What follows belongs to an exercise in optimizing a design on an open flow for small area, a short achievable clock period and few clock cycles per item; a production flow would make more cautious choices. RTL that was checked went through simulation tests only; none was proved equivalent to the original. Function not checked in runs 2 to 5: the RTL went through the layout flow alone. No activity file was given, so power comes from the tool's default toggle rates.

### design.v
module cache_controller(
    input  logic         clk,
    input  logic         rst_n,
    input  logic         read_req,      
    input  logic         write_req,     
    input  logic         cache_flush,   
    input  logic [31:0]  p_addr,        
    output logic [31:0]  m_addr,        
    input  logic [31:0]  p_w_data,      
    output logic [31:0]  p_r_data,      
    input  logic [127:0] m_r_data,      
    output logic [127:0] m_w_data,      
    input  logic         main_mem_ack,  
    output logic         mem_write,     
    output logic         mem_read,      
    output logic         stall,         
    output logic         p_ready        
);
    logic [127:0] line;     
    logic [27:0]  tag;      
    logic         valid;
    logic         dirty;
    logic [1:0]   off;
    logic         rw, hit, wb, fill, fill_done;
    logic [3:0]   wsel;
    assign off  = p_addr[3:2];
    assign rw   = read_req | write_req;
    assign hit  = valid && (tag == p_addr[31:4]);
    assign wb   = dirty && ((rw && !hit) || cache_flush);
    assign fill = rw && !hit && !dirty;
    assign mem_write = wb;
    assign mem_read  = fill;
    assign m_addr    = {(wb ? tag : p_addr[31:4]), 4'b0000};
    assign m_w_data  = line;
    assign fill_done = fill && main_mem_ack;
    assign p_ready   = (rw && hit) || fill_done || (cache_flush && (!dirty || main_mem_ack));
    assign stall     = (read_req | write_req | cache_flush) & ~p_ready;
    always_comb begin
        case (off)
        2'd0: p_r_data = hit ? line[31:0]   : m_r_data[31:0];
        2'd1: p_r_data = hit ? line[63:32]  : m_r_data[63:32];
        2'd2: p_r_data = hit ? line[95:64]  : m_r_data[95:64];
        default: p_r_data = hit ? line[127:96] : m_r_data[127:96];
        endcase
    end
    always_comb begin
        for (int k = 0; k < 4; k++)
            wsel[k] = write_req && (hit || fill_done) && (off == 2'(k));
    end
    always_ff @(posedge clk) begin
        for (int k = 0; k < 4; k++) begin
            if (wsel[k])
                line[32*k +: 32] <= p_w_data;
            else if (fill_done)
                line[32*k +: 32] <= m_r_data[32*k +: 32];
        end
        if (fill_done)
            tag <= p_addr[31:4];
    end
    always_ff @(posedge clk or negedge rst_n) begin
        if (!rst_n) begin
            valid <= 1'b0;
            dirty <= 1'b0;
        end else begin
            if (fill_done)
                valid <= 1'b1;
            if (wb && main_mem_ack)
                dirty <= 1'b0;
            else if (write_req && (hit || fill_done))
                dirty <= 1'b1;
        end
    end
endmodule
### run.sh
#!/bin/bash
# synth_recipe.tcl (not shown) runs the flow's synth.tcl, then flattens the netlist and writes it again
# the make line also repeats each setting of config.mk as NAME=value (left out here)
make -C /OpenROAD-flow-scripts/flow DESIGN_CONFIG=/design/flow/config.mk WORK_HOME=/design/flow/orfs CLKGATE_MAP_FILE= SYNTH_SCRIPT=/design/flow/synth_recipe.tcl finish
### config.mk
export PLATFORM = sky130hd
export DESIGN_NAME = cache_controller
export DESIGN_NICKNAME = cache_controller
export VERILOG_FILES = /design/flow/design.v
export SDC_FILE = /design/flow/constraint.sdc
export NUM_CORES = 4
export LEC_CHECK = 0
export CAP_MARGIN = 20
export CORE_MARGIN = 2
export CORE_UTILIZATION = 40
export SLEW_MARGIN = 20
### constraint.sdc
create_clock -name core_clock -period 6.0 [get_ports {clk}]
set_input_delay 1.2000 -clock core_clock [delete_from_list [all_inputs] [get_ports {clk}]]
set_output_delay 1.2000 -clock core_clock [all_outputs]
set_load 0.01 [all_outputs]
==> impl_metrics.prom, run 1 <==
# TYPE chip_impl_metric gauge
chip_impl_info{name="run_status",value="timing/DRC/antenna clean"} 1
chip_impl_metric{name="flow.area_growth_from_synthesis",unit="%"} 54.0
chip_impl_metric{name="port_buffers",unit=""} 387
chip_impl_info{name="postSynth.topFlopCell",value="edfxtp_1"} 1
chip_impl_metric{name="power.density",unit="nW/um^2"} 233
chip_impl_metric{name="number_of_pins_with_negative_max_slew_slack_in_the_final_report",unit=""} 0
chip_impl_metric{name="detailedPlace.worstSlack",unit="ns"} 0.611
chip_impl_info{name="crit_start",value="p_addr[5]"} 1
chip_impl_metric{name="cts_buffers",unit=""} 17
chip_impl_metric{name="placedCellCount",unit=""} 1185
chip_impl_metric{name="final_cell_area",unit="um^2"} 13900
chip_impl_metric{name="wire_length_of_the_first_global_routing_pass",unit="mm"} 46.2
chip_impl_metric{name="flops_latches_synth",unit=""} 158
chip_impl_info{name="path_class",value="in -> out"} 1
chip_impl_metric{name="path_max_fanout",unit=""} 29
chip_impl_metric{name="synthesis.yosys.warnings",unit=""} 1
chip_impl_info{name="worst_r2r_startpoint",value="tag[5]$_DFFE_PP_"} 1
chip_impl_metric{name="synth_cell_types",unit=""} 39
chip_impl_metric{name="dpl_cell_area",unit="um^2"} 13400
chip_impl_metric{name="max-clock-path-buffers",unit=""} 2
chip_impl_metric{name="num-fill-cells",unit=""} 1686
chip_impl_info{name="critPathCapture",value="m_addr[21]"} 1
chip_impl_info{name="synth_area_leader_cell",value="edfxtp_1"} 1
chip_impl_metric{name="post_synth.cell_area_avg",unit="um^2"} 17.0
chip_impl_metric{name="num_io_pins",unit=""} 394
chip_impl_metric{name="cp.arrival",unit="ns"} 4.15
chip_impl_metric{name="rrSetupSlack",unit="ns"} 2.53
chip_impl_metric{name="nets",unit=""} 1117
chip_impl_metric{name="post_synth_mux_area_share",unit=""} 0.393
chip_impl_metric{name="post-synth-top-area-fraction",unit=""} 0.518
chip_impl_metric{name="vias",unit=""} 6685
chip_impl_metric{name="setup-violations-final",unit=""} 0
chip_impl_metric{name="yosys.area_share.simple",unit=""} 0.0199
chip_impl_metric{name="synth_enable_flop_cells",unit=""} 156
chip_impl_metric{name="starting_utilization_of_the_core_area",unit=""} 0.403
chip_impl_metric{name="synth_sequential_area_ratio",unit=""} 0.523
chip_impl_metric{name="tns",unit="ns"} 0
chip_impl_info{name="cp-end-kind",value="primary output"} 1
chip_impl_metric{name="layout_worst_path_cycle_share",unit=""} 0.892
chip_impl_metric{name="detail_route.wl_per_cell",unit="um"} 25.4
chip_impl_metric{name="skew",unit="ns"} 0.00980
chip_impl_metric{name="cts-hold-fix-buffers",unit=""} 0
chip_impl_metric{name="globalRoute.totalOverflow",unit=""} 0
chip_impl_metric{name="clock_insertion_delay_worst_skew",unit="ns"} 0.43
chip_impl_info{name="layout_common_cells",value="clkdlybuf4s50_1, mux2_2, edfxtp_1, mux4_2, xnor2_1"} 1
chip_impl_metric{name="postCtsSetupBuffers",unit=""} 0
chip_impl_metric{name="post-layout-total-power",unit="mW"} 3.25
chip_impl_metric{name="final_non_filler_cells",unit=""} 1220
chip_impl_metric{name="die_w",unit="um"} 154
chip_impl_metric{name="report.final.hold_viol_count",unit=""} 0
chip_impl_metric{name="worst-endpoint-required",unit="ns"} 4.80
chip_impl_metric{name="hpwlAfterDp",unit="mm"} 21.9
chip_impl_info{name="critical_path.reg2reg.endpoint",value="line[62]$_DFFE_PP_"} 1
chip_impl_metric{name="cts-htree-levels",unit=""} 4
chip_impl_metric{name="actual_transition_at_the_worst_max_transition_pin",unit="ns"} 1.06
chip_impl_metric{name="synth_compound_area_frac",unit=""} 0.0160
chip_impl_metric{name="post_drt_via_cell_ratio",unit=""} 5.48
chip_impl_info{name="final_common_cell",value="clkdlybuf4s50_1"} 1
chip_impl_metric{name="power.static_leakage",unit="nW"} 4.72
chip_impl_metric{name="synthesis.instances",unit=""} 532
chip_impl_metric{name="slew_headroom",unit=""} 0.296
chip_impl_metric{name="postLayoutSetupSlackWorst",unit="ns"} 0.647
chip_impl_metric{name="placeableCoreArea",unit="um^2"} 22400
chip_impl_metric{name="number_of_resized_instances_in_the_post_cts_repair_step",unit=""} 0
chip_impl_metric{name="post_route_cells_drive_above_1_share",unit=""} 0.320
chip_impl_metric{name="antenna_violating_nets_post_route",unit=""} 0
chip_impl_metric{name="first_iter_violations",unit=""} 328
chip_impl_metric{name="track_usage",unit=""} 0.262
chip_impl_metric{name="clock_sinks",unit=""} 158
chip_impl_metric{name="vert_die_dim",unit="um"} 154
chip_impl_metric{name="fp.dieArea",unit="um^2"} 23800
chip_impl_metric{name="gp_congestion",unit=""} 0.876
chip_impl_metric{name="post_synth_xor_area_fraction",unit=""} 0.0223
chip_impl_metric{name="postRouteWirelength",unit="mm"} 31.0
chip_impl_metric{name="finalCoreUtilization",unit=""} 0.621
chip_impl_metric{name="placement_rows",unit=""} 55
chip_impl_metric{name="layout_min_cycle_time",unit="ns"} 5.35
chip_impl_metric{name="grt_pass1_vias",unit=""} 7420
chip_impl_metric{name="ir_worst_vdd",unit="mV"} 0.182
chip_impl_metric{name="number_of_cell_instances_on_the_worst_register_to_register_path",unit=""} 9
chip_impl_info{name="post_synth_main_area_contributors",value="edfxtp_1, mux2_2, mux4_2"} 1
chip_impl_metric{name="detail_route.first_pass.iterations",unit=""} 4
chip_impl_info{name="dominant_combinational_cell_family_by_area_after_synthesis",value="multiplexers"} 1
chip_impl_metric{name="grt_start_max_net_pins",unit=""} 69
chip_impl_metric{name="antenna_found_initial",unit=""} 4
chip_impl_info{name="rsz_0062_raised_after_global_routing",value="false"} 1
chip_impl_metric{name="synth_adder_area_share",unit=""} 0
chip_impl_info{name="cts_tree",value="done"} 1
chip_impl_info{name="cts-root-buf",value="clkbuf_16"} 1
chip_impl_metric{name="path_clk_slew",unit="ns"} 0.06
chip_impl_metric{name="synth-async-reset-ratio",unit=""} 0.0127
chip_impl_metric{name="whs",unit="ns"} 0.485
chip_impl_info{name="startpoint_type",value="input port"} 1
chip_impl_metric{name="max_freq",unit="MHz"} 187
chip_impl_metric{name="synth_area",unit="um^2"} 9050
chip_impl_info{name="worst_hold_path_type",value="reg -> reg"} 1
chip_impl_metric{name="max_cap_violations",unit=""} 0
chip_impl_metric{name="drt_drc_violations_left",unit=""} 0
## layout make-up
cell class / count / area, um^2 / area share
tap: 285 / 357 / 0.0256
clock buffer: 18 / 429 / 0.0308
antenna: 3 / 7.51 / 0.000539
sequential: 158 / 4730 / 0.340
clock inverter: 14 / 134 / 0.00961
timing repair buffer: 403 / 4050 / 0.291
multi-input combinational: 330 / 4190 / 0.301
inverter: 9 / 33.8 / 0.00242
## cells by family (layout without fill, tap and decap cells)
| group | Yosys count | in the layout |
|---|---|---|
| multiplexers | 252 | 252 |
| flip-flops | 158 | 158 |
| AND/OR/NAND/NOR | 29 | 29 |
| AO/OA/AOI/OAI | 22 | 22 |
| buffers and inverters | 47 | 444 |
| XOR/XNOR | 23 | 23 |
| other | 1 | 7 |
## sequential cells by signal, indices dropped and copies added (netlist names)
register  count
tag          28
valid         1
dirty         1
line        128
## worst min-delay path by stage
stage,end,slack [ns],cells past startpoint,startpoint
6_report,valid$_DFFE_PN0P_,0.48,1,valid$_DFFE_PN0P_
5_1_grt,valid$_DFFE_PN0P_,0.51,1,valid$_DFFE_PN0P_
4_1_cts,valid$_DFFE_PN0P_,0.49,1,valid$_DFFE_PN0P_
3_5_place_dp,valid$_DFFE_PN0P_,0.47,1,valid$_DFFE_PN0P_
3_3_place_gp,valid$_DFFE_PN0P_,0.47,1,valid$_DFFE_PN0P_
2_1_floorplan,valid$_DFFE_PN0P_,0.44,1,valid$_DFFE_PN0P_
## metal layers
metal	wire, um	GRT usage
met1	11400	0.298
met2	16300	0.467
met3	2630	0.0813
met4	771	0.0917
met5	0	0
## worst max-delay path: stages
cell	delay [ns]
clkdlybuf4s50_1	0.52
xnor2_1	0.13
nand4_1	0.13
nor4_1	0.42
buf_4	0.19
nand4_4	0.10
a31oi_2	0.19
buf_4	0.37
mux2_2	0.39
clkdlybuf4s50_1	0.49
## Yosys cell counts (all sizes together), types with 2 or more instances
cell and number:
dfrtp 2, xnor2 20, nand2b 2, mux2i 2, a31oi 2, mux4 64, nor2 4, nand2 2
a21oi 10, nor4 3, buf 30, edfxtp 156, mux2 186, nand4 6, and2 2, clkbuf 8
nand3b 3, inv 9, xor2 3, o22ai 3, o21ai 3
## power by group
| group | switching (mW) | leakage, nW | internal (mW) |
|---|---|---|---|
| Clock | 0.478 | 0.267 | 0.579 |
| Combinational | 0.337 | 2.97 | 0.495 |
| Sequential | 0.0459 | 1.49 | 1.32 |
| Total | 0.861 | 4.72 | 2.39 |
Testbench counts, summed over its fixed seeds: cycles 62,113, items 12,008.
==> run 2: changes to the inputs <==
--- a/design.v
+++ b/design.v
@@ -32,3 +32,3 @@
     assign mem_read  = fill;
-    assign m_addr    = {(wb ? tag : p_addr[31:4]), 4'b0000};
+    assign m_addr    = {(dirty ? tag : p_addr[31:4]), 4'b0000};
     assign m_w_data  = line;
@@ -39,6 +39,6 @@
         case (off)
-        2'd0: p_r_data = hit ? line[31:0]   : m_r_data[31:0];
-        2'd1: p_r_data = hit ? line[63:32]  : m_r_data[63:32];
-        2'd2: p_r_data = hit ? line[95:64]  : m_r_data[95:64];
-        default: p_r_data = hit ? line[127:96] : m_r_data[127:96];
+        2'd0: p_r_data = main_mem_ack ? m_r_data[31:0] : line[31:0];
+        2'd1: p_r_data = main_mem_ack ? m_r_data[63:32] : line[63:32];
+        2'd2: p_r_data = main_mem_ack ? m_r_data[95:64] : line[95:64];
+        default: p_r_data = main_mem_ack ? m_r_data[127:96] : line[127:96];
         endcase
==> flow/run.sh (new file) <==
#!/bin/bash
# Standard layout, with plain buffers on the ports.
cp standard.sh standard_sh_copy.txt
export BUFFER_PORTS_ARGS="-buffer_cell sky130_fd_sc_hd__buf_2"
bash standard.sh > standard.log 2>&1
==> standard.sh (new file) <==
#!/bin/bash
# synth_recipe.tcl (not shown) runs the flow's synth.tcl, then flattens the netlist and writes it again
# the make line also repeats each setting of config.mk as NAME=value (left out here)
make -C /OpenROAD-flow-scripts/flow DESIGN_CONFIG=/design/flow/config.mk WORK_HOME=/design/flow/orfs CLKGATE_MAP_FILE= SYNTH_SCRIPT=/design/flow/synth_recipe.tcl "${@:-finish}"
removed: run.sh
==> impl_metrics.prom, run 2 <==
# TYPE chip_impl_metric gauge
chip_impl_info{name="run_status",value="timing/DRC/antenna clean"} 1
chip_impl_metric{name="path_clk_slew",unit="ns"} 0.07
chip_impl_metric{name="skew",unit="ns"} 0.0104
chip_impl_metric{name="max_freq",unit="MHz"} 197
chip_impl_metric{name="detailedPlace.worstSlack",unit="ns"} 0.977
chip_impl_metric{name="number_of_cell_instances_on_the_worst_register_to_register_path",unit=""} 8
chip_impl_metric{name="synthesis.yosys.warnings",unit=""} 1
chip_impl_metric{name="placedCellCount",unit=""} 1740
chip_impl_metric{name="power.density",unit="nW/um^2"} 232
chip_impl_metric{name="post_route_cells_drive_above_1_share",unit=""} 0.422
chip_impl_metric{name="placement_rows",unit=""} 64
chip_impl_info{name="synthMostInstantiatedCell",value="edfxtp_1"} 1
chip_impl_metric{name="detail_route.wl_per_cell",unit="um"} 25.7
chip_impl_metric{name="post_synth.cell_area_avg",unit="um^2"} 11.4
chip_impl_info{name="worst_r2r_startpoint",value="tag[9]$_DFFE_PP_"} 1
chip_impl_metric{name="grt_pass1_vias",unit=""} 11300
chip_impl_metric{name="number_of_resized_instances_in_the_post_cts_repair_step",unit=""} 0
chip_impl_info{name="final_common_cell",value="buf_2"} 1
chip_impl_metric{name="num_io_pins",unit=""} 394
chip_impl_metric{name="path_max_fanout",unit=""} 84
chip_impl_metric{name="cts-hold-fix-buffers",unit=""} 0
chip_impl_metric{name="postRouteWirelength",unit="mm"} 45.8
chip_impl_info{name="synth_area_leader_cell",value="edfxtp_1"} 1
chip_impl_metric{name="flow.area_growth_from_synthesis",unit="%"} 21.0
chip_impl_metric{name="num-fill-cells",unit=""} 2822
chip_impl_metric{name="actual_transition_at_the_worst_max_transition_pin",unit="ns"} 1.10
chip_impl_metric{name="hpwlAfterDp",unit="mm"} 29.2
chip_impl_metric{name="max_cap_violations",unit=""} 0
chip_impl_info{name="postSynth.topFlopCell",value="edfxtp_1"} 1
chip_impl_metric{name="rrSetupSlack",unit="ns"} 1.85
chip_impl_metric{name="gp_congestion",unit=""} 0.811
chip_impl_metric{name="flops_latches_synth",unit=""} 158
chip_impl_metric{name="vias",unit=""} 11700
chip_impl_metric{name="antenna_found_initial",unit=""} 7
chip_impl_metric{name="globalRoute.totalOverflow",unit=""} 0
chip_impl_metric{name="max-clock-path-buffers",unit=""} 2
chip_impl_metric{name="starting_utilization_of_the_core_area",unit=""} 0.405
chip_impl_metric{name="ir_worst_vdd",unit="mV"} 0.195
chip_impl_metric{name="clock_insertion_delay_worst_skew",unit="ns"} 0.44
chip_impl_metric{name="placeableCoreArea",unit="um^2"} 30400
chip_impl_metric{name="synth_area",unit="um^2"} 12300
chip_impl_info{name="path_class",value="in -> out"} 1
chip_impl_info{name="cp-end-kind",value="primary output"} 1
chip_impl_metric{name="number_of_pins_with_negative_max_slew_slack_in_the_final_report",unit=""} 0
chip_impl_metric{name="die_w",unit="um"} 180
chip_impl_metric{name="wire_length_of_the_first_global_routing_pass",unit="mm"} 69.6
chip_impl_metric{name="drt_drc_violations_left",unit=""} 0
chip_impl_metric{name="synthesis.instances",unit=""} 1083
chip_impl_metric{name="synth_enable_flop_cells",unit=""} 156
chip_impl_metric{name="cts-htree-levels",unit=""} 4
chip_impl_metric{name="largest_reg_flops",unit=""} 128
chip_impl_metric{name="cp.arrival",unit="ns"} 3.88
chip_impl_info{name="cts-root-buf",value="clkbuf_16"} 1
chip_impl_metric{name="setup-violations-final",unit=""} 0
chip_impl_metric{name="multi_input_comb_area",unit="um^2"} 6980
chip_impl_metric{name="vert_die_dim",unit="um"} 180
chip_impl_metric{name="holdPathStages",unit=""} 1
chip_impl_metric{name="track_usage",unit=""} 0.274
chip_impl_metric{name="detail_route.first_pass.iterations",unit=""} 5
chip_impl_metric{name="post-synth-top-area-fraction",unit=""} 0.380
chip_impl_info{name="post_synth_main_area_contributors",value="edfxtp_1, mux4_2, a311o_1"} 1
chip_impl_metric{name="layout_worst_path_cycle_share",unit=""} 0.847
chip_impl_metric{name="final-seq-area",unit="um^2"} 4730
chip_impl_metric{name="fp.dieArea",unit="um^2"} 32200
chip_impl_metric{name="power.static_leakage",unit="nW"} 5.90
chip_impl_info{name="critical_path.reg2reg.endpoint",value="line[96]$_DFFE_PP_"} 1
chip_impl_metric{name="synth_cell_types",unit=""} 36
chip_impl_metric{name="final_non_filler_cells",unit=""} 1779
chip_impl_metric{name="postCtsSetupBuffers",unit=""} 0
chip_impl_info{name="startpoint_type",value="input port"} 1
chip_impl_metric{name="report.final.hold_viol_count",unit=""} 0
chip_impl_metric{name="grt_start_max_net_pins",unit=""} 91
chip_impl_metric{name="nets",unit=""} 1561
chip_impl_metric{name="post_drt_via_cell_ratio",unit=""} 6.60
chip_impl_info{name="largestRegisters",value="line (128), tag (28)"} 1
chip_impl_info{name="min_to",value="valid$_DFFE_PN0P_"} 1
chip_impl_info{name="layout_common_cells",value="buf_2, edfxtp_1, nor4_1, a21o_1"} 1
chip_impl_metric{name="finalCoreUtilization",unit=""} 0.490
chip_impl_info{name="top_register",value="line"} 1
chip_impl_metric{name="antenna_violating_nets_post_route",unit=""} 0
chip_impl_metric{name="port_buffers",unit=""} 387
chip_impl_metric{name="layout_min_cycle_time",unit="ns"} 5.08
chip_impl_metric{name="synth-async-reset-ratio",unit=""} 0.0127
chip_impl_metric{name="synth_sequential_area_ratio",unit=""} 0.384
chip_impl_metric{name="worst-endpoint-required",unit="ns"} 4.80
chip_impl_info{name="worst_hold_path_type",value="reg -> reg"} 1
chip_impl_info{name="critical_hold_path_startpoint",value="valid$_DFFE_PN0P_"} 1
chip_impl_metric{name="slew_headroom",unit=""} 0.269
chip_impl_metric{name="clock_sinks",unit=""} 158
chip_impl_info{name="rsz_0062_raised_after_global_routing",value="false"} 1
chip_impl_metric{name="postLayoutSetupSlackWorst",unit="ns"} 0.917
chip_impl_info{name="cts_tree",value="done"} 1
chip_impl_metric{name="tns",unit="ns"} 0
chip_impl_metric{name="first_iter_violations",unit=""} 1139
chip_impl_metric{name="cts_buffers",unit=""} 17
chip_impl_info{name="synth_common_cells",value="edfxtp_1, a311o_1, nor4_1"} 1
[run 2: cell type report]
cell class / count / area share
diodes: 7 / 0.00117
clock buffers: 17 / 0.0285
clock inverters: 15 / 0.00990
multi-input cells: 779 / 0.468
flip-flops and latches: 158 / 0.318
well taps: 396 / 0.0332
repair buffers: 407 / 0.141
[run 2: worst max-delay path by stage]
| stage | start | endpoint | cells past startpoint |
|---|---|---|---|
| 2_1_floorplan | write_req | tag[0]$_DFFE_PP_ | 5 |
| 3_3_place_gp | p_addr[13] | mem_read | 9 |
| 3_5_place_dp | p_addr[13] | mem_read | 9 |
| 4_1_cts | p_addr[13] | mem_read | 9 |
| 5_1_grt | p_addr[13] | mem_read | 9 |
| 6_report | p_addr[13] | mem_read | 9 |
[run 2: per-stage QoR]
step / total power, mW / cell area, um^2 / hold slack, ns
2_1_floorplan: 1.98 / 12300 / 0.428
3_3_place_gp: 2.35 / 14300 / 0.471
3_5_place_dp: 2.37 / 14300 / 0.490
4_1_cts: 3.47 / 14900 / 0.507
5_1_grt: 3.60 / 14900 / 0.514
6_report: 3.45 / 14900 / 0.521
[run 2: worst max-delay path: stages]
cell and delay [ns]:
buf_2 0.10, xor2_1 0.17, nor4_1 0.10, nand4_1 0.13
buf_4 0.51, buf_4 0.86, nor2_1 0.32, nor3_1 0.22
buf_2 0.18
[run 2: per-layer routing]
metal,track usage,share of wire,up-vias
li1,-,-,5090
met5,0,0.00024,-
met1,0.383,0.43,5960
met4,0.0963,0.025,2
met3,0.0415,0.071,71
met2,0.434,0.48,620
[run 2: cell families (layout without fill, tap and decap cells)]
logic type / count (synthesis) / in the layout / synth area share
xor gates and xnor gates: 28 / 28 / 0.0199
and+or+nand+nor: 223 / 223 / 0.0987
AOI/OAI and AO/OA: 400 / 400 / 0.270
buffers and inverters: 149 / 439 / 0.0546
muxes: 124 / 124 / 0.172
other: 1 / 11 / 0.000304
DFF: 158 / 158 / 0.384
[run 2: report_power, final]
part / total (mW) / switching, mW / internal [mW]
combinational: 0.941 / 0.522 / 0.418
clock: 1.11 / 0.522 / 0.584
sequential: 1.41 / 0.0590 / 1.35
==> run 3: changes to the inputs <==
--- a/design.v
+++ b/design.v
@@ -22,4 +22,7 @@
     logic         dirty;
+    logic         hit_r;    
+    logic         rd_r;     
+    logic         wr_r;     
     logic [1:0]   off;
-    logic         rw, hit, wb, fill, fill_done;
+    logic         rw, idle, hit, fill_done;
     logic [3:0]   wsel;
@@ -27,11 +30,10 @@
     assign rw   = read_req | write_req;
+    assign idle = !hit_r && !rd_r && !wr_r;
     assign hit  = valid && (tag == p_addr[31:4]);
-    assign wb   = dirty && ((rw && !hit) || cache_flush);
-    assign fill = rw && !hit && !dirty;
-    assign mem_write = wb;
-    assign mem_read  = fill;
-    assign m_addr    = {(dirty ? tag : p_addr[31:4]), 4'b0000};
+    assign mem_write = wr_r;
+    assign mem_read  = rd_r;
+    assign m_addr    = {(wr_r ? tag : p_addr[31:4]), 4'b0000};
     assign m_w_data  = line;
-    assign fill_done = fill && main_mem_ack;
-    assign p_ready   = (rw && hit) || fill_done || (cache_flush && (!dirty || main_mem_ack));
+    assign fill_done = rd_r && main_mem_ack;
+    assign p_ready   = hit_r || fill_done || (cache_flush && ((idle && !dirty) || (wr_r && main_mem_ack)));
     assign stall     = (read_req | write_req | cache_flush) & ~p_ready;
@@ -39,5 +41,5 @@
         case (off)
-        2'd0: p_r_data = main_mem_ack ? m_r_data[31:0] : line[31:0];
-        2'd1: p_r_data = main_mem_ack ? m_r_data[63:32] : line[63:32];
-        2'd2: p_r_data = main_mem_ack ? m_r_data[95:64] : line[95:64];
+        2'd0: p_r_data = main_mem_ack ? m_r_data[31:0]   : line[31:0];
+        2'd1: p_r_data = main_mem_ack ? m_r_data[63:32]  : line[63:32];
+        2'd2: p_r_data = main_mem_ack ? m_r_data[95:64]  : line[95:64];
         default: p_r_data = main_mem_ack ? m_r_data[127:96] : line[127:96];
@@ -47,3 +49,3 @@
         for (int k = 0; k < 4; k++)
-            wsel[k] = write_req && (hit || fill_done) && (off == 2'(k));
+            wsel[k] = write_req && ((idle && hit) || fill_done) && (off == 2'(k));
     end
@@ -63,9 +65,32 @@
             dirty <= 1'b0;
+            hit_r <= 1'b0;
+            rd_r  <= 1'b0;
+            wr_r  <= 1'b0;
         end else begin
-            if (fill_done)
+            hit_r <= 1'b0;
+            if (idle) begin
+                if (rw) begin
+                    if (hit) begin
+                        hit_r <= 1'b1;
+                        if (write_req)
+                            dirty <= 1'b1;
+                    end else if (dirty) begin
+                        wr_r <= 1'b1;
+                    end else begin
+                        rd_r <= 1'b1;
+                    end
+                end else if (cache_flush && dirty) begin
+                    wr_r <= 1'b1;
+                end
+            end
+            if (wr_r && main_mem_ack) begin
+                wr_r  <= 1'b0;
+                dirty <= 1'b0;
+                rd_r  <= rw;
+            end
+            if (fill_done) begin
+                rd_r  <= 1'b0;
                 valid <= 1'b1;
-            if (wb && main_mem_ack)
-                dirty <= 1'b0;
-            else if (write_req && (hit || fill_done))
-                dirty <= 1'b1;
+                dirty <= write_req;
+            end
         end
==> run.sh (new file) <==
#!/bin/bash
# synth_recipe.tcl (not shown) runs the flow's synth.tcl, then flattens the netlist and writes it again
# the make line also repeats each setting of config.mk as NAME=value (left out here)
make -C /OpenROAD-flow-scripts/flow DESIGN_CONFIG=/design/flow/config.mk WORK_HOME=/design/flow/orfs CLKGATE_MAP_FILE= SYNTH_SCRIPT=/design/flow/synth_recipe.tcl finish
removed: flow/run.sh
removed: standard.sh
==> impl_metrics.prom, run 3 <==
# TYPE chip_impl_metric gauge
chip_impl_metric{name="grt_start_max_net_pins",unit=""} 52
chip_impl_metric{name="power.density",unit="nW/um^2"} 301
chip_impl_info{name="synth_common_cells",value="edfxtp_1, mux2_2, mux4_2"} 1
chip_impl_metric{name="globalRoute.totalOverflow",unit=""} 0
chip_impl_metric{name="layout_worst_path_cycle_share",unit=""} 0.815
chip_impl_metric{name="postLayoutSetupSlackWorst",unit="ns"} 1.11
chip_impl_metric{name="antenna_found_initial",unit=""} 4
chip_impl_info{name="run_status",value="timing/DRC/antenna clean"} 1
chip_impl_metric{name="starting_utilization_of_the_core_area",unit=""} 0.404
chip_impl_metric{name="nets",unit=""} 1134
chip_impl_metric{name="num_io_pins",unit=""} 394
chip_impl_metric{name="placement_rows",unit=""} 56
chip_impl_metric{name="critPathMaxStageDelay",unit="ns"} 0.69
chip_impl_metric{name="post-layout-total-power",unit="mW"} 4.32
chip_impl_metric{name="flops_latches_synth",unit=""} 161
chip_impl_metric{name="p_int",unit="mW"} 3.07
chip_impl_info{name="cp-end-kind",value="primary output"} 1
chip_impl_metric{name="gp_congestion",unit=""} 0.821
chip_impl_metric{name="synth_enable_flop_cells",unit=""} 156
chip_impl_metric{name="cts_buffers",unit=""} 17
chip_impl_metric{name="postRouteWirelength",unit="mm"} 31.8
chip_impl_info{name="post_synth_main_area_contributors",value="edfxtp_1, mux2_2, mux4_2"} 1
chip_impl_metric{name="power.share.switching",unit=""} 0.290
chip_impl_metric{name="vias",unit=""} 6807
chip_impl_metric{name="die_w",unit="um"} 158
chip_impl_metric{name="number_of_cell_instances_on_the_worst_register_to_register_path",unit=""} 7
chip_impl_info{name="cts_tree",value="done"} 1
chip_impl_info{name="largestRegisters",value="line (128), tag (28)"} 1
chip_impl_info{name="layout_common_cells",value="clkdlybuf4s50_1, edfxtp_1, mux2_2, mux4_2, mux2_4"} 1
chip_impl_info{name="worst_hold_path_type",value="reg -> reg"} 1
chip_impl_info{name="crit_top_cell",value="buf_4"} 1
chip_impl_metric{name="clock_sinks",unit=""} 161
chip_impl_metric{name="placeableCoreArea",unit="um^2"} 23300
chip_impl_metric{name="actual_transition_at_the_worst_max_transition_pin",unit="ns"} 1.04
chip_impl_info{name="top_register",value="line"} 1
chip_impl_metric{name="path_clk_slew",unit="ns"} 0.06
chip_impl_metric{name="report.final.hold_viol_count",unit=""} 0
chip_impl_info{name="synth_area_leader_cell",value="edfxtp_1"} 1
chip_impl_metric{name="skew",unit="ns"} 0.0157
chip_impl_metric{name="share_seq_of_total_power",unit=""} 0.376
chip_impl_metric{name="worst-endpoint-required",unit="ns"} 4.80
chip_impl_metric{name="final_cell_area",unit="um^2"} 14300
chip_impl_metric{name="first_iter_violations",unit=""} 371
chip_impl_info{name="worst_r2r_startpoint",value="tag[4]$_DFFE_PP_"} 1
chip_impl_info{name="min_to",value="valid$_DFFE_PN0P_"} 1
chip_impl_metric{name="tns",unit="ns"} 0
chip_impl_metric{name="post-synth-top-area-fraction",unit=""} 0.497
chip_impl_metric{name="detailedPlace.worstSlack",unit="ns"} 1.02
chip_impl_metric{name="number_of_pins_with_negative_max_slew_slack_in_the_final_report",unit=""} 0
chip_impl_metric{name="max_cap_violations",unit=""} 0
chip_impl_info{name="cts-root-buf",value="clkbuf_16"} 1
chip_impl_metric{name="num-fill-cells",unit=""} 1769
chip_impl_metric{name="post_drt_via_cell_ratio",unit=""} 5.36
chip_impl_metric{name="post_synth.cell_area_avg",unit="um^2"} 17.3
chip_impl_metric{name="clock_insertion_delay_worst_skew",unit="ns"} 0.42
chip_impl_info{name="final_common_cell",value="clkdlybuf4s50_1"} 1
chip_impl_metric{name="max_freq",unit="MHz"} 205
chip_impl_metric{name="drt_drc_violations_left",unit=""} 0
chip_impl_metric{name="synth-async-reset-ratio",unit=""} 0.0311
chip_impl_metric{name="largest_reg_flops",unit=""} 128
chip_impl_metric{name="finalCoreUtilization",unit=""} 0.614
chip_impl_metric{name="rrSetupSlack",unit="ns"} 2.24
chip_impl_info{name="path_delay_family",value="buffers and inverters"} 1
chip_impl_metric{name="synthesis.instances",unit=""} 545
chip_impl_metric{name="cp.arrival",unit="ns"} 3.69
chip_impl_metric{name="synth_area",unit="um^2"} 9430
chip_impl_metric{name="holdPathStages",unit=""} 1
chip_impl_metric{name="synth_sequential_area_ratio",unit=""} 0.510
chip_impl_metric{name="ir_worst_vdd",unit="mV"} 0.207
chip_impl_metric{name="vert_die_dim",unit="um"} 158
chip_impl_metric{name="grt_pass1_vias",unit=""} 7385
chip_impl_metric{name="postCtsSetupBuffers",unit=""} 0
chip_impl_info{name="postSynth.topFlopCell",value="edfxtp_1"} 1
chip_impl_metric{name="detail_route.first_pass.iterations",unit=""} 5
chip_impl_metric{name="number_of_resized_instances_in_the_post_cts_repair_step",unit=""} 0
chip_impl_metric{name="port_buffers",unit=""} 387
chip_impl_metric{name="wire_length_of_the_first_global_routing_pass",unit="mm"} 45.9
chip_impl_metric{name="p_clk_frac",unit=""} 0.267
chip_impl_metric{name="power.static_leakage",unit="nW"} 4.97
chip_impl_info{name="critical_hold_path_startpoint",value="valid$_DFFE_PN0P_"} 1
chip_impl_metric{name="synth_cell_types",unit=""} 40
chip_impl_metric{name="path_max_fanout",unit=""} 51
chip_impl_info{name="startpoint_type",value="input port"} 1
chip_impl_metric{name="detail_route.wl_per_cell",unit="um"} 25.1
chip_impl_metric{name="flow.area_growth_from_synthesis",unit="%"} 52.0
chip_impl_metric{name="track_usage",unit=""} 0.254
chip_impl_info{name="rsz_0062_raised_after_global_routing",value="false"} 1
chip_impl_metric{name="post_route_cells_drive_above_1_share",unit=""} 0.326
chip_impl_metric{name="dpl_cell_area",unit="um^2"} 13700
chip_impl_info{name="slowest_cell_on_the_critical_path",value="buf_4"} 1
chip_impl_metric{name="hpwlAfterDp",unit="mm"} 23.6
chip_impl_metric{name="power.switching",unit="mW"} 1.25
chip_impl_info{name="path_class",value="in -> out"} 1
chip_impl_metric{name="max-clock-path-buffers",unit=""} 2
chip_impl_metric{name="antenna_violating_nets_post_route",unit=""} 0
chip_impl_metric{name="fp.dieArea",unit="um^2"} 24800
chip_impl_metric{name="comb_pwr_share",unit=""} 0.356
chip_impl_info{name="crit_chain",value="buf_4, buf_4, mux4_2, mux2_2, clkdlybuf4s50_1"} 1
chip_impl_metric{name="setup-violations-final",unit=""} 0
chip_impl_metric{name="critPathBufInv",unit=""} 3
chip_impl_metric{name="synthesis.yosys.warnings",unit=""} 1
chip_impl_metric{name="cts-htree-levels",unit=""} 4
chip_impl_info{name="critical_path.reg2reg.endpoint",value="line[52]$_DFFE_PP_"} 1
chip_impl_metric{name="layout_min_cycle_time",unit="ns"} 4.89
chip_impl_info{name="synthMostInstantiatedCell",value="edfxtp_1"} 1
chip_impl_metric{name="cts-hold-fix-buffers",unit=""} 0
chip_impl_metric{name="slew_headroom",unit=""} 0.310
## run 3: cell count changes after synthesis, sizes merged, moves of 9 or more
cell	before	now
nand2	35	9
nor2	35	5
a21o	129	1
a21boi	128	0
inv	0	9
a311o	132	0
xnor2	13	3
clkbuf	120	11
mux2	60	185
nor4	131	4
## run 3: how the worst max path moves through the flow
stage,start,to,slack (ns),cells after the start
6_report,p_addr[2],p_r_data[10],1.11,5
5_1_grt,p_addr[2],p_r_data[10],0.88,5
4_1_cts,p_addr[2],p_r_data[10],1.03,5
3_5_place_dp,p_addr[2],p_r_data[10],1.02,5
3_3_place_gp,p_addr[2],p_r_data[19],1.06,5
2_1_floorplan,p_addr[4],line[100]$_DFFE_PP_,0.83,6
## run 3: cell families (layout without fill, tap and decap cells)
kind of cell	count (synthesis)	after routing	synth area share
AOI/OAI and AO/OA	23	23	0.0204
xor gates and xnor gates	21	21	0.0195
and+or+nand+nor	42	42	0.0248
DFF	161	161	0.510
buffers and inverters	48	448	0.0313
muxes	249	249	0.394
other	1	8	0.000398
## run 3: power groups by stage
stage	registers (mW)	clock network [mW]	logic, mW
after floorplan	1.70	0	0.596
after global placement	1.64	0	1.54
after detailed placement	1.64	0	1.55
after CTS	1.63	1.18	1.56
after global routing	1.65	1.22	1.63
final	1.62	1.15	1.54
## run 3: metrics by stage
| step | std cells | hold WS, ns |
|---|---|---|
| 2_1_floorplan | 548 | 0.435 |
| 3_3_place_gp | 1236 | 0.510 |
| 3_5_place_dp | 1236 | 0.524 |
| 4_1_cts | 1267 | 0.525 |
| 5_1_grt | 1270 | 0.546 |
| 6_report | 1271 | 0.518 |
## run 3: layout make-up
class	count	area (um^2)	share of cell area
Inverter	9	33.8	0.00236
Multi-Input combinational cell	339	4380	0.306
Tap cell	319	399	0.0278
Antenna cell	4	10.0	0.000698
Timing Repair Buffer	408	4080	0.285
Sequential cell	161	4810	0.336
Clock inverter	12	184	0.0128
Clock buffer	19	433	0.0302
## run 3: routing by layer
layer,vias to the layer above,share of wire,track usage
met2,322,0.51,0.438
met1,3441,0.38,0.299
met5,-,0.00041,0
met3,38,0.090,0.0917
li1,3004,-,-
met4,2,0.020,0.0732
==> run 4: changes to the inputs <==
==> flow/run.sh (new file) <==
#!/bin/bash
# Standard layout, with plain buffers on the ports.
cp standard.sh standard_sh_copy.txt
export BUFFER_PORTS_ARGS="-buffer_cell sky130_fd_sc_hd__buf_2"
bash standard.sh > standard.log 2>&1
==> standard.sh (new file) <==
#!/bin/bash
# synth_recipe.tcl (not shown) runs the flow's synth.tcl, then flattens the netlist and writes it again
# the make line also repeats each setting of config.mk as NAME=value (left out here)
make -C /OpenROAD-flow-scripts/flow DESIGN_CONFIG=/design/flow/config.mk WORK_HOME=/design/flow/orfs CLKGATE_MAP_FILE= SYNTH_SCRIPT=/design/flow/synth_recipe.tcl "${@:-finish}"
removed: run.sh
==> impl_metrics.prom, run 4 <==
# TYPE chip_impl_metric gauge
chip_impl_metric{name="wire_length_of_the_first_global_routing_pass",unit="mm"} 41.5
chip_impl_metric{name="globalRoute.totalOverflow",unit=""} 0
chip_impl_metric{name="slew_headroom",unit=""} 0.296
chip_impl_metric{name="report.final.hold_viol_count",unit=""} 0
chip_impl_metric{name="synth_enable_flop_cells",unit=""} 156
chip_impl_metric{name="nets",unit=""} 1127
chip_impl_metric{name="antenna_found_initial",unit=""} 5
chip_impl_metric{name="synth-async-reset-ratio",unit=""} 0.0311
chip_impl_metric{name="synthesis.yosys.warnings",unit=""} 1
chip_impl_metric{name="port_buffers",unit=""} 387
chip_impl_metric{name="cts_buffers",unit=""} 17
chip_impl_metric{name="fp.dieArea",unit="um^2"} 24800
chip_impl_metric{name="flops_latches_synth",unit=""} 161
chip_impl_metric{name="actual_transition_at_the_worst_max_transition_pin",unit="ns"} 1.06
chip_impl_metric{name="largest_reg_flops",unit=""} 128
chip_impl_info{name="largestRegisters",value="line (128), tag (28)"} 1
chip_impl_metric{name="cts-htree-levels",unit=""} 4
chip_impl_metric{name="placement_rows",unit=""} 56
chip_impl_metric{name="tns",unit="ns"} 0
chip_impl_info{name="dominant_combinational_cell_family_by_area_after_synthesis",value="multiplexers"} 1
chip_impl_metric{name="p_int",unit="mW"} 2.71
chip_impl_metric{name="placeableCoreArea",unit="um^2"} 23300
chip_impl_metric{name="synth_compound_area_frac",unit=""} 0.0204
chip_impl_metric{name="critical_path_cell_count",unit=""} 5
chip_impl_metric{name="share_seq_of_total_power",unit=""} 0.410
chip_impl_metric{name="power.switching",unit="mW"} 1.22
chip_impl_metric{name="num-fill-cells",unit=""} 2036
chip_impl_info{name="synthMostInstantiatedCell",value="edfxtp_1"} 1
chip_impl_metric{name="yosys.area_share.simple",unit=""} 0.0248
chip_impl_metric{name="path_clk_slew",unit="ns"} 0.06
chip_impl_info{name="final_common_cell",value="buf_2"} 1
chip_impl_metric{name="worst-endpoint-required",unit="ns"} 4.80
chip_impl_info{name="path_delay_family",value="buffers and inverters"} 1
chip_impl_info{name="post_synth_main_area_contributors",value="edfxtp_1, mux2_2, mux4_2"} 1
chip_impl_metric{name="power.share.switching",unit=""} 0.310
chip_impl_metric{name="post-synth-top-area-fraction",unit=""} 0.497
chip_impl_metric{name="detail_route.wl_per_cell",unit="um"} 22.8
chip_impl_info{name="cp-end-kind",value="primary output"} 1
chip_impl_info{name="crit_top_cell",value="buf_4"} 1
chip_impl_metric{name="grt_pass1_vias",unit=""} 6922
chip_impl_metric{name="synth_cell_types",unit=""} 40
chip_impl_metric{name="rrSetupSlack",unit="ns"} 2.22
chip_impl_info{name="critical_path.reg2reg.endpoint",value="line[87]$_DFFE_PP_"} 1
chip_impl_metric{name="first_iter_violations",unit=""} 370
chip_impl_metric{name="drt_drc_violations_left",unit=""} 0
chip_impl_metric{name="path_max_fanout",unit=""} 33
chip_impl_metric{name="post_synth_mux_area_share",unit=""} 0.394
chip_impl_metric{name="vert_die_dim",unit="um"} 158
chip_impl_metric{name="synth_area",unit="um^2"} 9430
chip_impl_metric{name="num_io_pins",unit=""} 394
chip_impl_metric{name="layout_worst_path_cycle_share",unit=""} 0.737
chip_impl_metric{name="hpwlAfterDp",unit="mm"} 20.4
chip_impl_info{name="top_register",value="line"} 1
chip_impl_metric{name="number_of_pins_with_negative_max_slew_slack_in_the_final_report",unit=""} 0
chip_impl_metric{name="clock_sinks",unit=""} 161
chip_impl_metric{name="comb_pwr_share",unit=""} 0.306
chip_impl_metric{name="ir_worst_vdd",unit="mV"} 0.160
chip_impl_metric{name="number_of_cell_instances_on_the_worst_register_to_register_path",unit=""} 8
chip_impl_metric{name="max-clock-path-buffers",unit=""} 2
chip_impl_info{name="crit_chain",value="buf_4, buf_4, mux4_2, mux2_2, buf_2"} 1
chip_impl_metric{name="post_synth.cell_area_avg",unit="um^2"} 17.3
chip_impl_info{name="critical_hold_path_startpoint",value="valid$_DFFE_PN0P_"} 1
chip_impl_info{name="path_class",value="in -> out"} 1
chip_impl_metric{name="power.density",unit="nW/um^2"} 318
chip_impl_info{name="critPathCapture",value="p_r_data[9]"} 1
chip_impl_info{name="rsz_0062_raised_after_global_routing",value="false"} 1
chip_impl_metric{name="post_synth_xor_area_fraction",unit=""} 0.0195
chip_impl_metric{name="track_usage",unit=""} 0.229
chip_impl_metric{name="antenna_violating_nets_post_route",unit=""} 0
chip_impl_metric{name="flow.area_growth_from_synthesis",unit="%"} 30.8
chip_impl_info{name="crit_start",value="p_addr[2]"} 1
chip_impl_metric{name="critPathMaxStageDelay",unit="ns"} 0.55
chip_impl_metric{name="p_clk_frac",unit=""} 0.284
chip_impl_metric{name="max_freq",unit="MHz"} 226
chip_impl_metric{name="multi_input_comb_area",unit="um^2"} 4380
chip_impl_info{name="synth_common_cells",value="edfxtp_1, mux2_2, mux4_2"} 1
chip_impl_info{name="cts-root-buf",value="clkbuf_16"} 1
chip_impl_metric{name="cts-hold-fix-buffers",unit=""} 0
chip_impl_info{name="synth_area_leader_cell",value="edfxtp_1"} 1
chip_impl_metric{name="detail_route.first_pass.iterations",unit=""} 6
chip_impl_info{name="worst_hold_path_type",value="reg -> reg"} 1
chip_impl_metric{name="postCtsSetupBuffers",unit=""} 0
chip_impl_info{name="slowest_cell_on_the_critical_path",value="mux4_2"} 1
chip_impl_info{name="layout_common_cells",value="buf_2, edfxtp_1, mux2_2, mux4_2, mux2_4"} 1
chip_impl_metric{name="postRouteWirelength",unit="mm"} 28.7
chip_impl_metric{name="starting_utilization_of_the_core_area",unit=""} 0.404
chip_impl_metric{name="gp_congestion",unit=""} 0.769
chip_impl_metric{name="die_w",unit="um"} 158
chip_impl_metric{name="synth_adder_area_share",unit=""} 0
chip_impl_metric{name="vias",unit=""} 6683
chip_impl_metric{name="setup-violations-final",unit=""} 0
chip_impl_metric{name="clock_insertion_delay_worst_skew",unit="ns"} 0.42
chip_impl_metric{name="number_of_resized_instances_in_the_post_cts_repair_step",unit=""} 0
chip_impl_metric{name="cp.arrival",unit="ns"} 3.22
chip_impl_metric{name="final-seq-area",unit="um^2"} 4810
chip_impl_metric{name="synth_sequential_area_ratio",unit=""} 0.510
chip_impl_info{name="startpoint_type",value="input port"} 1
chip_impl_metric{name="synthesis.instances",unit=""} 545
chip_impl_info{name="worst_r2r_startpoint",value="wr_r$_DFFE_PN0P_"} 1
chip_impl_info{name="run_status",value="timing/DRC/antenna clean"} 1
chip_impl_metric{name="post_route_cells_drive_above_1_share",unit=""} 0.730
chip_impl_metric{name="skew",unit="ns"} 0.0102
chip_impl_metric{name="power.static_leakage",unit="nW"} 4.93
chip_impl_info{name="postSynth.topFlopCell",value="edfxtp_1"} 1
chip_impl_metric{name="post_drt_via_cell_ratio",unit=""} 5.29
chip_impl_info{name="cts_tree",value="done"} 1
chip_impl_metric{name="max_cap_violations",unit=""} 0
chip_impl_metric{name="critPathBufInv",unit=""} 3
chip_impl_metric{name="layout_min_cycle_time",unit="ns"} 4.42
chip_impl_metric{name="finalCoreUtilization",unit=""} 0.529
chip_impl_metric{name="grt_start_max_net_pins",unit=""} 69
## run 4: how the worst min path moves through the flow
stage / end / slack, ns / cells past startpoint
floorplan: valid$_DFFE_PN0P_ / 0.44 / 1
finish: valid$_DFFE_PN0P_ / 0.54 / 1
global route: valid$_DFFE_PN0P_ / 0.56 / 1
global placement: valid$_DFFE_PN0P_ / 0.49 / 1
CTS: valid$_DFFE_PN0P_ / 0.54 / 1
detailed placement: valid$_DFFE_PN0P_ / 0.53 / 1
## run 4: stage by stage
stage	cells	hold slack, ns	instance area, um^2	worst slack, ns	power (mW)
6_report	1263	0.540	12300	1.58	3.93
5_1_grt	1260	0.563	12300	1.36	4.11
4_1_cts	1260	0.540	12300	1.48	3.97
3_5_place_dp	1229	0.526	11700	1.34	2.84
3_3_place_gp	1229	0.488	11700	1.39	2.84
2_1_floorplan	548	0.435	9440	0.833	2.30
## run 4: cell families (layout without fill, tap and decap cells)
kind of cell           after synthesis  after routing
buffers and inverters               48            441
AND/OR/NAND/NOR                     42             42
AO/OA/AOI/OAI                       23             23
flip-flops                         161            161
multiplexers                       249            249
XOR/XNOR                            21             21
other                                1              7
## run 4: area by class of cell
cell class,count,area share
Antenna cell,3,0.000609
Clock buffer,19,0.0351
Clock inverter,12,0.0128
Inverter,9,0.00274
Multi-Input combinational cell,339,0.355
Sequential cell,161,0.390
Tap cell,319,0.0324
Timing Repair Buffer,401,0.171
## run 4: worst reg2reg max path, delay by kind of cell, from the launching register on
kind                   cells  cell delay, ns
AOI/OAI and AO/OA          1            0.78
buffers and inverters      2            0.56
DFF                        1            0.36
muxes                      1            0.37
and+or+nand+nor            4            1.46
## run 4: metal layers
metal,up-vias,GRT usage,part of all wire
met1,3339,0.277,0.39
met3,33,0.0774,0.095
li1,2986,-,-
met2,321,0.388,0.50
met5,-,0,0.00080
met4,4,0.0662,0.017
## run 4: power groups by stage
stage / clock network [mW] / registers, mW / logic, mW
after global placement: 0 / 1.63 / 1.21
after detailed placement: 0 / 1.63 / 1.21
after floorplan: 0 / 1.70 / 0.596
after CTS: 1.14 / 1.61 / 1.22
after global routing: 1.18 / 1.63 / 1.29
final: 1.12 / 1.61 / 1.20
==> run 5: changes to the inputs <==
--- a/design.v
+++ b/design.v
@@ -25,6 +25,10 @@
     logic         wr_r;     
-    logic [1:0]   off;
+    logic         fl_r;     
+    logic [3:0]   ws_r;     
     logic         rw, idle, hit, fill_done;
-    logic [3:0]   wsel;
-    assign off  = p_addr[3:2];
+    logic [3:0]   word;     
+    logic [3:0]   wsel;     
+    logic [3:0]   fsel;     
+    logic [3:0]   hold;     
+    logic [127:0] line_d;
     assign rw   = read_req | write_req;
@@ -32,2 +36,3 @@
     assign hit  = valid && (tag == p_addr[31:4]);
+    assign fill_done = rd_r && main_mem_ack;
     assign mem_write = wr_r;
@@ -36,26 +41,28 @@
     assign m_w_data  = line;
-    assign fill_done = rd_r && main_mem_ack;
-    assign p_ready   = hit_r || fill_done || (cache_flush && ((idle && !dirty) || (wr_r && main_mem_ack)));
-    assign stall     = (read_req | write_req | cache_flush) & ~p_ready;
+    assign p_ready = hit_r || (main_mem_ack && (rd_r || fl_r)) || (cache_flush && idle && !dirty);
+    assign stall   = (read_req | write_req | cache_flush) & ~p_ready;
     always_comb begin
-        case (off)
-        2'd0: p_r_data = main_mem_ack ? m_r_data[31:0]   : line[31:0];
-        2'd1: p_r_data = main_mem_ack ? m_r_data[63:32]  : line[63:32];
-        2'd2: p_r_data = main_mem_ack ? m_r_data[95:64]  : line[95:64];
-        default: p_r_data = main_mem_ack ? m_r_data[127:96] : line[127:96];
-        endcase
+        p_r_data = 32'd0;
+        for (int k = 0; k < 4; k++)
+            p_r_data = p_r_data
+                     | ({32{ws_r[k] &  rd_r}} & m_r_data[32*k +: 32])
+                     | ({32{ws_r[k] & ~rd_r}} & line[32*k +: 32]);
     end
     always_comb begin
-        for (int k = 0; k < 4; k++)
-            wsel[k] = write_req && ((idle && hit) || fill_done) && (off == 2'(k));
+        for (int k = 0; k < 4; k++) begin
+            word[k] = (p_addr[3:2] == 2'(k));
+            wsel[k] = write_req && word[k] && ((idle && hit) || fill_done);
+            fsel[k] = fill_done && !wsel[k];
+            hold[k] = !wsel[k] && !fill_done;
+            line_d[32*k +: 32] = ({32{hold[k]}} & line[32*k +: 32])
+                               | ({32{wsel[k]}} & p_w_data)
+                               | ({32{fsel[k]}} & m_r_data[32*k +: 32]);
+        end
     end
     always_ff @(posedge clk) begin
-        for (int k = 0; k < 4; k++) begin
-            if (wsel[k])
-                line[32*k +: 32] <= p_w_data;
-            else if (fill_done)
-                line[32*k +: 32] <= m_r_data[32*k +: 32];
-        end
+        line <= line_d;
         if (fill_done)
             tag <= p_addr[31:4];
+        if (idle)
+            ws_r <= word;
     end
@@ -68,2 +75,3 @@
             wr_r  <= 1'b0;
+            fl_r  <= 1'b0;
         end else begin
@@ -83,2 +91,3 @@
                     wr_r <= 1'b1;
+                    fl_r <= 1'b1;
                 end
@@ -87,4 +96,5 @@
                 wr_r  <= 1'b0;
+                fl_r  <= 1'b0;
                 dirty <= 1'b0;
-                rd_r  <= rw;
+                rd_r  <= !fl_r;
             end
--- a/config.mk
+++ b/config.mk
@@ -10,2 +10,3 @@
 export CORE_UTILIZATION = 40
+export SETUP_SLACK_MARGIN = 2.8
 export SLEW_MARGIN = 20
==> impl_metrics.prom, run 5 <==
# TYPE chip_impl_metric gauge
chip_impl_info{name="run_status",value="timing/DRC/antenna clean"} 1
chip_impl_metric{name="globalRoute.totalOverflow",unit=""} 0
chip_impl_info{name="worst_r2r_startpoint",value="rd_r$_DFFE_PN0P_"} 1
chip_impl_metric{name="power.density",unit="nW/um^2"} 574
chip_impl_info{name="cts_tree",value="done"} 1
chip_impl_metric{name="largest_reg_flops",unit=""} 128
chip_impl_info{name="worst_hold_path_type",value="reg -> reg"} 1
chip_impl_metric{name="cp.arrival",unit="ns"} 2.13
chip_impl_metric{name="num_io_pins",unit=""} 394
chip_impl_metric{name="synthesis.yosys.warnings",unit=""} 1
chip_impl_metric{name="holdPathStages",unit=""} 1
chip_impl_metric{name="comb_pwr_share",unit=""} 0.541
chip_impl_info{name="final_common_cell",value="buf_2"} 1
chip_impl_info{name="top_register",value="line"} 1
chip_impl_metric{name="vias",unit=""} 9386
chip_impl_info{name="synthMostInstantiatedCell",value="or3_1"} 1
chip_impl_metric{name="share_seq_of_total_power",unit=""} 0.305
chip_impl_metric{name="synth-async-reset-ratio",unit=""} 0.0361
chip_impl_metric{name="die_w",unit="um"} 150
chip_impl_metric{name="actual_transition_at_the_worst_max_transition_pin",unit="ns"} 0.838
chip_impl_metric{name="placeableCoreArea",unit="um^2"} 20900
chip_impl_metric{name="skew",unit="ns"} 0.0174
chip_impl_metric{name="synth_enable_flop_cells",unit=""} 32
chip_impl_metric{name="synth_sequential_area_ratio",unit=""} 0.434
chip_impl_metric{name="path_max_fanout",unit=""} 2
chip_impl_metric{name="first_iter_violations",unit=""} 898
chip_impl_metric{name="max_freq",unit="MHz"} 300
chip_impl_metric{name="drt_drc_violations_left",unit=""} 0
chip_impl_info{name="largestRegisters",value="line (128), tag (28), ws_r (4)"} 1
chip_impl_metric{name="power.switching",unit="mW"} 2.87
chip_impl_info{name="crit_chain",value="buf_6, mux2_4, a222oi_1, nand3_1, buf_2"} 1
chip_impl_info{name="layout_common_cells",value="buf_2, or3_1, o221a_2, dfxtp_1, a22oi_1"} 1
chip_impl_metric{name="cts-hold-fix-buffers",unit=""} 0
chip_impl_metric{name="vert_die_dim",unit="um"} 150
chip_impl_metric{name="power.static_leakage",unit="nW"} 4.90
chip_impl_metric{name="detail_route.first_pass.iterations",unit=""} 7
chip_impl_metric{name="flops_latches_synth",unit=""} 166
chip_impl_info{name="critical_hold_path_startpoint",value="valid$_DFFE_PN0P_"} 1
chip_impl_metric{name="report.final.hold_viol_count",unit=""} 0
chip_impl_metric{name="hpwlAfterDp",unit="mm"} 24.1
chip_impl_metric{name="power.share.switching",unit=""} 0.415
chip_impl_metric{name="final-seq-area",unit="um^2"} 3680
chip_impl_metric{name="max_cap_violations",unit=""} 0
chip_impl_metric{name="postRouteWirelength",unit="mm"} 39.1
chip_impl_metric{name="tns",unit="ns"} 0
chip_impl_metric{name="rrSetupSlack",unit="ns"} 3.24
chip_impl_info{name="postSynth.topFlopCell",value="dfxtp_1"} 1
chip_impl_metric{name="cts-htree-levels",unit=""} 4
chip_impl_metric{name="grt_pass1_vias",unit=""} 8956
chip_impl_metric{name="slew_headroom",unit=""} 0.441
chip_impl_metric{name="p_clk_frac",unit=""} 0.154
chip_impl_metric{name="number_of_pins_with_negative_max_slew_slack_in_the_final_report",unit=""} 0
chip_impl_metric{name="post_route_cells_drive_above_1_share",unit=""} 0.579
chip_impl_metric{name="whs",unit="ns"} 0.486
chip_impl_metric{name="post_drt_via_cell_ratio",unit=""} 6.32
chip_impl_metric{name="flow.area_growth_from_synthesis",unit="%"} 41.8
chip_impl_metric{name="wire_length_of_the_first_global_routing_pass",unit="mm"} 56.0
chip_impl_metric{name="critPathMaxStageDelay",unit="ns"} 0.31
chip_impl_metric{name="synth_cell_types",unit=""} 46
chip_impl_metric{name="clock_sinks",unit=""} 166
chip_impl_info{name="cp-end-kind",value="primary output"} 1
chip_impl_metric{name="post_synth.cell_area_avg",unit="um^2"} 10.6
chip_impl_metric{name="number_of_cell_instances_on_the_worst_register_to_register_path",unit=""} 6
chip_impl_metric{name="antenna_found_initial",unit=""} 9
chip_impl_metric{name="synthesis.instances",unit=""} 803
chip_impl_metric{name="port_buffers",unit=""} 387
chip_impl_metric{name="layout_min_cycle_time",unit="ns"} 3.33
chip_impl_metric{name="post-synth-top-area-fraction",unit=""} 0.302
chip_impl_metric{name="p_int",unit="mW"} 4.04
chip_impl_metric{name="worst-endpoint-required",unit="ns"} 4.80
chip_impl_info{name="synth_common_cells",value="or3_1, dfxtp_1, o221a_2"} 1
chip_impl_metric{name="layout_worst_path_cycle_share",unit=""} 0.556
chip_impl_metric{name="detail_route.wl_per_cell",unit="um"} 26.4
chip_impl_metric{name="multi_input_comb_area",unit="um^2"} 4770
chip_impl_metric{name="gp_congestion",unit=""} 0.843
chip_impl_metric{name="nets",unit=""} 1389
chip_impl_metric{name="num-fill-cells",unit=""} 1888
chip_impl_metric{name="cts_buffers",unit=""} 17
chip_impl_metric{name="max-clock-path-buffers",unit=""} 2
chip_impl_metric{name="fp.dieArea",unit="um^2"} 22400
chip_impl_info{name="startpoint_type",value="input port"} 1
chip_impl_metric{name="placement_rows",unit=""} 53
chip_impl_info{name="slowest_cell_on_the_critical_path",value="a222oi_1"} 1
chip_impl_metric{name="track_usage",unit=""} 0.335
chip_impl_info{name="post_synth_main_area_contributors",value="dfxtp_1, o221a_2, edfxtp_1"} 1
chip_impl_info{name="critical_path.reg2reg.endpoint",value="line[84]$_DFF_P_"} 1
chip_impl_info{name="path_class",value="in -> out"} 1
chip_impl_metric{name="starting_utilization_of_the_core_area",unit=""} 0.406
chip_impl_info{name="cts-root-buf",value="clkbuf_16"} 1
chip_impl_info{name="synth_area_leader_cell",value="dfxtp_1"} 1
chip_impl_metric{name="clock_insertion_delay_worst_skew",unit="ns"} 0.44
chip_impl_metric{name="synth_area",unit="um^2"} 8470
chip_impl_metric{name="finalCoreUtilization",unit=""} 0.575
chip_impl_metric{name="path_clk_slew",unit="ns"} 0.07
chip_impl_metric{name="ir_worst_vdd",unit="mV"} 0.250
chip_impl_metric{name="antenna_violating_nets_post_route",unit=""} 0
chip_impl_info{name="rsz_0062_raised_after_global_routing",value="true"} 1
chip_impl_metric{name="grt_start_max_net_pins",unit=""} 89
chip_impl_metric{name="setup-violations-final",unit=""} 0
chip_impl_info{name="min_to",value="valid$_DFFE_PN0P_"} 1
-- run 5: changes by cell type in the layout (fill, tap and decap cells not counted), moves of 12 or more --
cell	previous run	this run
a22oi_1	2	89
a22oi_2	0	22
buf_4	11	32
buf_6	0	12
dfxtp_1	0	128
edfxtp_1	156	32
mux2_2	134	34
mux2_4	50	4
mux4_2	64	0
nand4_1	2	25
o221a_2	0	128
or3_1	0	128
-- run 5: layout make-up --
class                   count  share of cell area
diodes                      7             0.00146
flip-flops and latches    166               0.306
inverters                  10             0.00385
well taps                 275              0.0286
multi-input cells         552               0.397
repair buffers            444               0.217
clock inverters            14              0.0105
clock buffers              17              0.0354
-- run 5: repair_timing --
item	CTS	global route
buffers inserted	35	4
pin swaps	6	16
setup endpoints to repair	162	139
cloned	6	1
resized for setup	34	46
-- run 5: power by group through the flow --
stage	registers [mW]	logic, mW	clock network (mW)
after global placement	2.12	3.14	0
after global routing	2.16	3.97	1.12
after detailed placement	2.12	3.16	0
after floorplan	2.20	1.70	0
after CTS	2.08	3.57	1.07
final	2.11	3.74	1.06
-- run 5: worst max-delay path, delay by kind of cell --
kind | cells | cell delay [ns]
AOI/OAI and AO/OA | 1 | 0.31
buffers and inverters | 2 | 0.26
and+or+nand+nor | 1 | 0.12
muxes | 1 | 0.25
-- run 5: stage by stage --
step                setup slack [ns]  cell area, um^2  cells  total power [mW]
global route                    2.53            12000   1483              7.25
CTS                             2.67            11800   1473              6.73
floorplan                       2.82             8480    806              3.89
finish                          2.67            12000   1485              6.90
global placement                1.74            10600   1401              5.26
detailed placement              1.70            10600   1401              5.28
-- run 5: kinds of logic after synthesis --
kind of cell / Yosys count / synth area share
other cells: 1 / 0.000443
mux: 38 / 0.0505
buf+inv: 95 / 0.0456
compound gates: 273 / 0.298
flops: 166 / 0.434
xor+xnor: 20 / 0.0207
simple gates: 210 / 0.151
-- run 5: worst max path at each step --
stage | startpoint | endpoint | slack, ns | cells after the start
finish | m_r_data[96] | p_r_data[0] | 2.67 | 5
global route | m_r_data[40] | p_r_data[8] | 2.53 | 5
CTS | m_r_data[96] | p_r_data[0] | 2.67 | 5
detailed placement | p_addr[25] | line[59]$_DFF_P_ | 1.70 | 8
global placement | p_addr[25] | line[47]$_DFF_P_ | 1.74 | 8
floorplan | p_addr[25] | line[100]$_DFF_P_ | 2.82 | 7
-- run 5: per-layer routing --
metal / up-vias / track usage / part of all wire
met4: 4 / 0.136 / 0.030
met1: 4591 / 0.425 / 0.38
met2: 604 / 0.542 / 0.48
li1: 4102 / - / -
met3: 85 / 0.0869 / 0.11
met5: - / 0 / 0.00069

separate check: timing with driven ports:
The flow's constraints put no driver on any port. The routed layouts listed below were extracted and timed again, unchanged, in two steps.
Step 1 assumes that a clkbuf_16 drives the clock port and a buf_2 every other input.
Step 2 adds t to the input delays and takes it off the output delays; t is the mean of the earliest and latest rising clock arrival at the registers after step 1. Input paths then give back, and output paths get back, about the clock's delay inside the block.
Three values: ideal ports, drivers, drivers and shift; two values: the first two.
| run | shift t [ns] | setup WS [ns] | latest minus earliest clock arrival (ns) | slew at the worst register clock pin (ns) |
|---|---|---|---|---|
| run 1 | 0.473 | 0.647 / 0.622 / 0.622 | 0.011 / 0.011 | 0.07 / 0.07 |
| run 2 | 0.492 | 0.917 / 0.882 / 0.882 | 0.013 / 0.012 | 0.08 / 0.08 |
| run 3 | 0.466 | 1.111 / 1.086 / 0.979 | 0.018 / 0.018 | 0.07 / 0.07 |
| run 4 | 0.462 | 1.579 / 1.554 / 1.348 | 0.013 / 0.012 | 0.07 / 0.07 |
| run 5 | 0.480 | 2.666 / 2.609 / 2.459 | 0.019 / 0.019 | 0.07 / 0.07 |
After both steps setup and hold are still met in every run listed. For run 4, which loses most, drivers alone change the setup slack by -0.025 ns; drivers and shift together by -0.231 ns.
